Context: an optimization exercise on an open-source flow, tuned for small area and a short achievable clock period. The choices shown serve that exercise and are no tape-out recipe.
In this exercise RTL edits were held to simulation tests only and were not proved equivalent to the original.

## flow/design.v (module list and top-level ports; edited modules follow where they fit)
// module ntt4point: 1474 lines
// module ntt_fa: 4 lines
module ntt4point(
    input clk, rst,
    input [15:0] in0, in1, in2, in3,
    output [15:0] out0, out1, out2, out3
);
  // ...
==> flow/flow/run.sh <==
#!/bin/bash
set -euo pipefail
cd "$(dirname "$0")/.."
cat >> config.mk <<'EOC'
export SYNTH_ARGS = -noabc
export SYNTH_KEEP_MODULES = ntt_fa
export DONT_USE_CELLS += sky130_fd_sc_hd__ha_1
export BUFFER_PORTS_ARGS = -buffer_cell sky130_fd_sc_hd__buf_1
export CTS_BUF_LIST = sky130_fd_sc_hd__clkbuf_8
export SETUP_SLACK_MARGIN = 38.8
EOC
bash standard.sh > standard_flow.log 2>&1
==> flow/standard.sh <==
#!/bin/bash
# synth_recipe.tcl (not shown) runs the flow's synth.tcl, then flattens the netlist and writes it again
# the make line also repeats each setting of config.mk as NAME=value (left out here)
make -C /OpenROAD-flow-scripts/flow DESIGN_CONFIG=/design/flow/config.mk WORK_HOME=/design/flow/orfs CLKGATE_MAP_FILE= SYNTH_SCRIPT=/design/flow/synth_recipe.tcl "${@:-finish}"
==> flow/config.mk <==
export PLATFORM = sky130hd
export DESIGN_NAME = ntt4point
export DESIGN_NICKNAME = ntt4point
export VERILOG_FILES = /design/flow/design.v
export SDC_FILE = /design/flow/constraint.sdc
export NUM_CORES = 4
export LEC_CHECK = 0
export CAP_MARGIN = 20
export CORE_MARGIN = 2
export CORE_UTILIZATION = 60
export PLACE_DENSITY = 0.8
export SLEW_MARGIN = 20
export SYNTH_ARGS = -noabc
export SYNTH_KEEP_MODULES = ntt_fa
export DONT_USE_CELLS += sky130_fd_sc_hd__ha_1
export BUFFER_PORTS_ARGS = -buffer_cell sky130_fd_sc_hd__buf_1
export CTS_BUF_LIST = sky130_fd_sc_hd__clkbuf_8
export SETUP_SLACK_MARGIN = 38.8
==> flow/constraint.sdc <==
create_clock -name core_clock -period 60.0 [get_ports {clk}]
set_input_delay 12.0000 -clock core_clock [delete_from_list [all_inputs] [get_ports {clk}]]
set_output_delay 12.0000 -clock core_clock [all_outputs]
set_load 0.01 [all_outputs]
==> impl_metrics.csv, run 1 <==
group,metric,value,unit
outcome,status,"no timing/DRC/antenna violations",
placement,pre_cts_ws,38.28,ns
logic_synthesis,synth_flop_cell,"dfxtp_1",
floorplanning,start_util,60.8,%
setup_path,startpoint_type,"input pin",
logic_synthesis,synth_area,11300,um^2
clock_network,clock-sinks,52,
logic_synthesis,synthAdderAreaFrac,63.4,%
placement,dpl-instance-area,11900,um^2
grt,grt_pass1_vias,8056,
logic_synthesis,synth_cell_types,72,
sta,min_period,20.82,ns
routing,num_vias,7243,
sta,layout_setup_ws,39.18,ns
sta,rsz0062_at_grt,"true",
logic_synthesis,ys_top_cells_by_count,"fa_1, inv_1, nor2_1",
setup_path,cp_slowest_stage_delay,0.50,ns
routing,post-route-drc-count,0,
cells_and_area,signal_buffers,109,
logic_synthesis,synthSimpleGateAreaFrac,8.73,%
sta,timing.final.crit_share,34.7,%
cells_and_area,area_growth_syn_to_layout,6.63,%
cells_and_area,clk_share,0.776,%
placement,dp_hpwl,22.6,mm
floorplanning,tap_cells,234,
cells_and_area,multi_input_area,9720,um^2
clock_network,htreeDepth,2,
logic_synthesis,synth_edf_count,0,
cells_and_area,nFillCells,1460,
sta,hold_viol_final,0,
logic_synthesis,synthTopCellsByArea,"fa_1, dfxtp_1, inv_1, xnor2_1, nor2_1",
logic_synthesis,synth_top_family_by_area,"adder cells",
sta,finalSetupViolations,0,
grt,met2_usage,43.8,%
placement,port_buffers,105,
==> inputs of run 2 (changes only) <==
--- a/flow/flow/run.sh
+++ b/flow/flow/run.sh
@@ -9,3 +9,3 @@
 export CTS_BUF_LIST = sky130_fd_sc_hd__clkbuf_8
-export SETUP_SLACK_MARGIN = 38.8
+export SETUP_SLACK_MARGIN = 39.2
 EOC
--- a/flow/config.mk
+++ b/flow/config.mk
@@ -17,2 +17,2 @@
 export CTS_BUF_LIST = sky130_fd_sc_hd__clkbuf_8
-export SETUP_SLACK_MARGIN = 38.8
+export SETUP_SLACK_MARGIN = 39.2
==> run 2 against run 1 <==
  * Still clean on timing, DRC and antenna
  * Synthesized cell count unchanged
  * Core utilization grew 0.72 points
  * Fmax grew 1.5%
  * Via count is 1.0% higher
  * Setup slack improved by 0.31 ns
  * Final cell count increased by 0.62%
  * Critical path depth unchanged
  * Worst hold slack worse by 0.011 ns
  * Final area up 1.1%
  * Global-route usage is essentially flat
  * Highest routed layer unchanged
==> impl_metrics.csv, run 2 <==
group,metric,value,unit
outcome,status,"no timing/DRC/antenna violations",
sta,timing.final.crit_share,34.2,%
logic_synthesis,yosysSeqAreaShare,9.18,%
sta,timing.hold.ws,12.51,ns
sta,hold_viol_final,0,
placement,dp_hpwl,22.6,mm
routing,num_vias,7317,
setup_path,endpoint_kind,"flip-flop",
placement,port_buffers,105,
cells_and_area,area_growth_syn_to_layout,7.81,%
sta,rsz0062_at_grt,"false",
floorplanning,pin_count,130,
grt,grt_pass1_wl,40.9,mm
sta,fmax,48.8,MHz
clock_network,clk_pin_slew_worst_paths,0.10,ns
sta,tightest_slew,1.04,ns
placement,dp_cells,1272,
logic_synthesis,async_flop_share,0,%
flow_run,cap_violations,0,
logic_synthesis,ys_top_cells_by_count,"fa_1, inv_1, nor2_1",
routing,dr.first_iter.drc_count,404,
floorplanning,die_w,141,um
hold_path,min_from,"rst",
routing,drt-vias-per-instance,5.67,
setup_path,critPathKind,"input pin to flip-flop",
floorplanning,rows,50,
logic_synthesis,synth-seq-cells,52,
placement,place.gp.congestion,0.964,
routing,wire_per_inst,19.7,um
logic_synthesis,avgSynthCellArea,12.0,um^2
clock_network,cts-root-buf,"clkbuf_8",
sta,drv_slew,0,
setup_path,cp_slowest_cell,"fa_1",
hold_path,hold_class,"input pin to flip-flop",
logic_synthesis,synth_area,11300,um^2
logic_synthesis,netlist.top_cell.by_area,"fa_1",
grt,grt_max_degree,56,
cells_and_area,final_cells,1291,
clock_network,htreeDepth,2,
floorplanning,start_util,60.8,%
cells_and_area,layout-drive-gt1-share,9.65,%
floorplanning,die_area,20000,um^2
logic_synthesis,synthTopCellsByArea,"fa_1, dfxtp_1, inv_1, xnor2_1, nor2_1",
sta,relSlewSlack,30.5,%
clock_network,clk_path_buf_depth,2,
logic_synthesis,synth_cell_types,72,
cells_and_area,nFillCells,1443,
setup_path,path_max_fanout,5,
setup_path,crit_start,"in2[7]",
logic_synthesis,synth_top_area_share,62.9,%
logic_synthesis,synth.most_common_cell,"fa_1",
clock_network,cts_tree,"yes",
cells_and_area,diodes,0,
sta,fin_tns_setup,0,ns
cells_and_area,final_cell_mix,"fa_1, inv_1, nor2_1, buf_1, dfxtp_1",
clock_network,cts_buffers,5,
logic_synthesis,synth_edf_count,0,
grt,antenna_found_initial,0,
setup_path,cp_slowest_stage_delay,0.50,ns
grt,grt_usage,27.3,%
routing,post-route-drc-count,0,
cells_and_area,final_common_cell,"fa_1",
setup_path,worstPathArrival,20.67,ns
floorplanning,die_h,141,um
floorplanning,core_area,18600,um^2
logic_synthesis,synth_flop_cell,"dfxtp_1",
grt,grt_pass1_vias,8073,
logic_synthesis,syn-instance-count,948,
setup_path,crit_top_cell,"fa_1",
routing,totalWireLength,25.5,mm
setup_path,required,60.16,ns
sta,min_period,20.51,ns
logic_synthesis,yosysWarningCount,1,
setup_path,startpoint_type,"input pin",
clock_network,clock-sinks,52,
routing,ant_nets,0,
sta,finalSetupViolations,0,
routing,drtPass1Iterations,5,
cells_and_area,fin_nets,1478,
grt,gr-total-overflow,0,
[run 2: worst paths after layout]
path,end,slack (ns),depth (start not counted)
worst max-delay path,r0[7]$_SDFF_PP0_,39.49,29
worst min-delay path,r1[2]$_SDFF_PP0_,12.51,2
[run 2: per-module statistics from Yosys, one instance, submodules excluded]
module,cells,copies in the design,flip-flops and latches
ntt4point,609,1,52
ntt_fa,1,339,0
[run 2: through the flow]
stage          util, %  cell area [um^2]  setup WS, ns
4_1_cts           64.8             12100         39.24
2_1_floorplan        -             11400         39.65
3_3_place_gp      64.0             11900         38.41
3_5_place_dp      64.0             11900         38.28
5_1_grt           65.6             12200         39.17
6_report          65.6             12200         39.49
[run 2: final cells by class]
type                    instances  area [um^2]  share of cell area (%)
multi-input cells             750         9760                    79.8
well taps                     234          293                    2.40
inverters                     130          495                    4.05
clock buffers                   6         82.6                   0.676
repair buffers                117          541                    4.42
flip-flops and latches         52         1040                    8.52
clock inverters                 2         11.3                  0.0921
[run 2: cells by family (layout without fill, tap and decap cells)]
group	after synthesis	count (layout)	share of synthesized area, %
other	1	12	0.0331
DFF	52	52	9.18
buffers and inverters	157	255	5.60
AOI/OAI and AO/OA	98	98	6.35
xor gates and xnor gates	73	73	6.15
adders and majority gates	362	362	63.4
and+or+nand+nor	199	199	8.73
muxes	6	6	0.541
[run 2: repair_timing]
item,in CTS,in global routing
hold buffers,0,0
pin swaps,0,7
endpoints found under the setup margin,16,15
buffers inserted,1,10
resized for setup,25,36
[run 2: critical path: cells and delay by family]
kind,cells,cell delay (ns)
XOR/XNOR,1,0.17
buffers and inverters,2,0.26
AO/OA/AOI/OAI,1,0.13
AND/OR/NAND/NOR,5,0.89
adder cells (fa/ha/maj),19,6.99
multiplexers,1,0.23
[run 2: layer usage]
layer	up-vias	share of wire [%]	global-route usage, %
met3	42	9.1	7.32
met2	303	49	44.2
met4	0	2.7	8.21
met5	-	0	0
li1	3165	-	-
met1	3807	39	37.0
==> inputs of run 3 (changes only) <==
==> flow/run.sh (new file) <==
#!/bin/bash
# synth_recipe.tcl (not shown) runs the flow's synth.tcl, then flattens the netlist and writes it again
# the make line also repeats each setting of config.mk as NAME=value (left out here)
make -C /OpenROAD-flow-scripts/flow DESIGN_CONFIG=/design/flow/config.mk WORK_HOME=/design/flow/orfs CLKGATE_MAP_FILE= SYNTH_SCRIPT=/design/flow/synth_recipe.tcl finish
==> flow/config.mk (replaced) <==
export PLATFORM = sky130hd
export DESIGN_NAME = ntt4point
export DESIGN_NICKNAME = ntt4point
export VERILOG_FILES = /design/flow/design.v
export SDC_FILE = /design/flow/constraint.sdc
export NUM_CORES = 4
export LEC_CHECK = 0
export CAP_MARGIN = 20
export CORE_MARGIN = 2
export CORE_UTILIZATION = 60
export CTS_BUF_LIST = sky130_fd_sc_hd__clkbuf_8
export PLACE_DENSITY = 0.8
export SETUP_SLACK_MARGIN = 5
export SLEW_MARGIN = 20
removed: flow/flow/run.sh
removed: flow/standard.sh
==> run 3 against run 2 <==
  * Core utilization increased by 2.1 points
  * Final cell count increased by 26%
  * Synthesized cell count increased by 32%
  * First-iteration DRC count increased by 13%
  * Synthesized area increased by 13%
  * Largest cell class unchanged
==> impl_metrics.csv, run 3 <==
group,metric,value,unit
outcome,status,"no timing/DRC/antenna violations",
clock_network,cts_tree,"yes",
cells_and_area,layout-drive-gt1-share,1.86,%
logic_synthesis,synth_compound_area_share,3.62,%
floorplanning,die_area,22500,um^2
logic_synthesis,synth_top_area_share,55.8,%
setup_path,crit_top_cell,"fa_1",
hold_path,hold_class,"input pin to flip-flop",
logic_synthesis,synth_flop_cell,"dfxtp_1",
logic_synthesis,synth-xor-area-share,2.43,%
sta,tightest_slew,0.733,ns
logic_synthesis,syn-instance-count,1249,
clock_network,clk_pin_slew_worst_paths,0.08,ns
sta,finalSetupViolations,0,
logic_synthesis,synth.most_common_cell,"inv_1",
sta,fin_tns_setup,0,ns
cells_and_area,final_cell_mix,"inv_1, fa_1, clkdlybuf4s50_1, ha_1",
logic_synthesis,synth_top_family_by_area,"adder cells",
setup_path,required,60.20,ns
floorplanning,die_w,150,um
logic_synthesis,synthAdderAreaFrac,64.7,%
clock_network,post_cts_buffers,0,
floorplanning,die_h,150,um
logic_synthesis,yosysSeqAreaShare,8.13,%
routing,num_vias,8189,
grt,grt_max_degree,57,
placement,place.gp.congestion,0.994,
routing,ant_nets,0,
grt,grt_pass1_vias,8920,
clock_network,cts_hold_buf,0,
setup_path,cp_slowest_stage_delay,0.83,ns
setup_path,cp.depth,37,
clock_network,clock-sinks,52,
sta,timing.final.crit_share,36.0,%
setup_path,startpoint_type,"input pin",
grt,gr-total-overflow,0,
floorplanning,pin_count,130,
floorplanning,core_area,21000,um^2
hold_path,holdPathStages,3,
placement,port_buffers,105,
logic_synthesis,synth_area,12800,um^2
routing,totalWireLength,27.3,mm
grt,grt_pass1_wl,44.6,mm
clock_network,cts_resized,0,
cells_and_area,final_cells,1622,
clock_network,clk_path_buf_depth,2,
setup_path,path_max_fanout,15,
setup_path,worst_path_dominant_cell_family,"adder cells",
logic_synthesis,avgSynthCellArea,10.3,um^2
sta,layout_setup_ws,38.37,ns
placement,dp_hpwl,25.1,mm
logic_synthesis,yosysWarningCount,1,
sta,hold_viol_final,0,
placement,dp_cells,1614,
routing,wire_per_inst,16.8,um
floorplanning,rows,53,
floorplanning,start_util,61.1,%
routing,drt-vias-per-instance,5.05,
grt,antenna_found_initial,0,
logic_synthesis,async_flop_share,0,%
placement,pre_cts_ws,37.98,ns
logic_synthesis,synth_cell_types,53,
sta,rsz0062_at_grt,"false",
clock_network,htreeDepth,2,
cells_and_area,fin_nets,1860,
cells_and_area,diodes,0,
setup_path,crit_buf_inv,10,
setup_path,critPathKind,"input pin to flip-flop",
sta,fmax,46.2,MHz
cells_and_area,area_growth_syn_to_layout,10.7,%
clock_network,cts_buffers,5,
grt,grt_usage,26.2,%
routing,drtPass1Iterations,5,
logic_synthesis,ys_top_cells_by_count,"inv_1, fa_1, ha_1",
placement,dpl-instance-area,14100,um^2
cells_and_area,final_common_cell,"inv_1",
logic_synthesis,synthTopCellsByArea,"fa_1, inv_1, ha_1, dfxtp_1, nor2_1",
sta,drv_slew,0,
cells_and_area,design_area,14200,um^2
clock_network,cts-root-buf,"clkbuf_8",
routing,dr.first_iter.drc_count,458,
setup_path,worstPathArrival,21.83,ns
setup_path,cp_slowest_cell,"clkdlybuf4s50_1",
logic_synthesis,synth_edf_count,0,
logic_synthesis,synth_mux_area_share,0.0782,%
routing,post-route-drc-count,0,
logic_synthesis,synthSimpleGateAreaFrac,6.39,%
flow_run,cap_violations,0,
logic_synthesis,synth-seq-cells,52,
sta,min_period,21.63,ns
logic_synthesis,netlist.top_cell.by_area,"fa_1",
setup_path,endpoint_kind,"flip-flop",
sta,relSlewSlack,51.0,%
## run 3: cell count changes in the layout (fill, tap and decap cells not counted), sizes merged, moves of 14 or more
cell / previous run / this run
a211oi: 4 / 18
buf: 101 / 2
clkbuf: 22 / 6
clkdlybuf4s50: 0 / 104
ha: 0 / 91
inv: 129 / 458
nor2: 77 / 52
xnor2: 36 / 18
xor2: 33 / 15
## run 3: layout make-up
class | instances | area [um^2]
flip-flops and latches | 52 | 1040
multi-input cells | 724 | 9930
well taps | 275 | 344
fillers | 1650 | 6770
clock inverters | 2 | 11.3
clock buffers | 6 | 82.6
inverters | 457 | 1720
repair buffers | 106 | 1050
## run 3: worst paths after layout
kind,from,endpoint
min,rst,r2[7]$_SDFF_PP0_
max,in1[1],r0[5]$_SDFF_PP0_
## run 3: routing by layer
layer / vias up / GRT usage [%] / part of all wire (%)
li1: 3693 / - / -
met1: 4175 / 37.1 / 42
met2: 276 / 42.6 / 48
met3: 45 / 4.03 / 6.9
met4: 0 / 8.02 / 2.8
met5: - / 0 / 0
## run 3: logic make-up after synthesis
kind of cell | Yosys count
buf+inv | 484
fa+ha+maj | 448
simple gates | 162
compound gates | 68
flops | 52
xor+xnor | 33
other cells | 1
mux | 1
## run 3: per-stage QoR
step | utilization [%] | hold slack (ns)
2_1_floorplan | - | 12.30
3_3_place_gp | 67.2 | 12.58
3_5_place_dp | 67.2 | 12.59
4_1_cts | 67.7 | 12.26
5_1_grt | 67.7 | 12.31
6_report | 67.7 | 12.28

-- what the ideal ports hide --
The flow's constraints put no driver on any port. The routed layouts listed below were extracted and timed again, unchanged, in two steps. Step 1 assumes that a clkbuf_16 drives the clock port and a buf_2 every other input. Step 2 also shifts input and output timing later by t, the mid clock arrival at the registers, as if the neighbouring blocks saw the same clock. a / b / c = no drivers / after step 1 / after step 2; a / b = the first two.
run | t, ns | setup slack, ns | latest minus earliest clock arrival (ns) | worst register clock-pin slew, ns
run 1 | 0.344 | 39.178 / 39.188 / 38.844 | 0.014 / 0.014 | 0.10 / 0.10
run 2 | 0.344 | 39.491 / 39.472 / 39.128 | 0.014 / 0.014 | 0.10 / 0.10
run 3 | 0.341 | 38.370 / 38.375 / 38.034 | 0.013 / 0.012 | 0.09 / 0.09
After both steps every run listed still meets setup and hold. The setup slack of run 2, which loses most, moves by -0.019 ns with the drivers and by -0.363 ns with both steps.
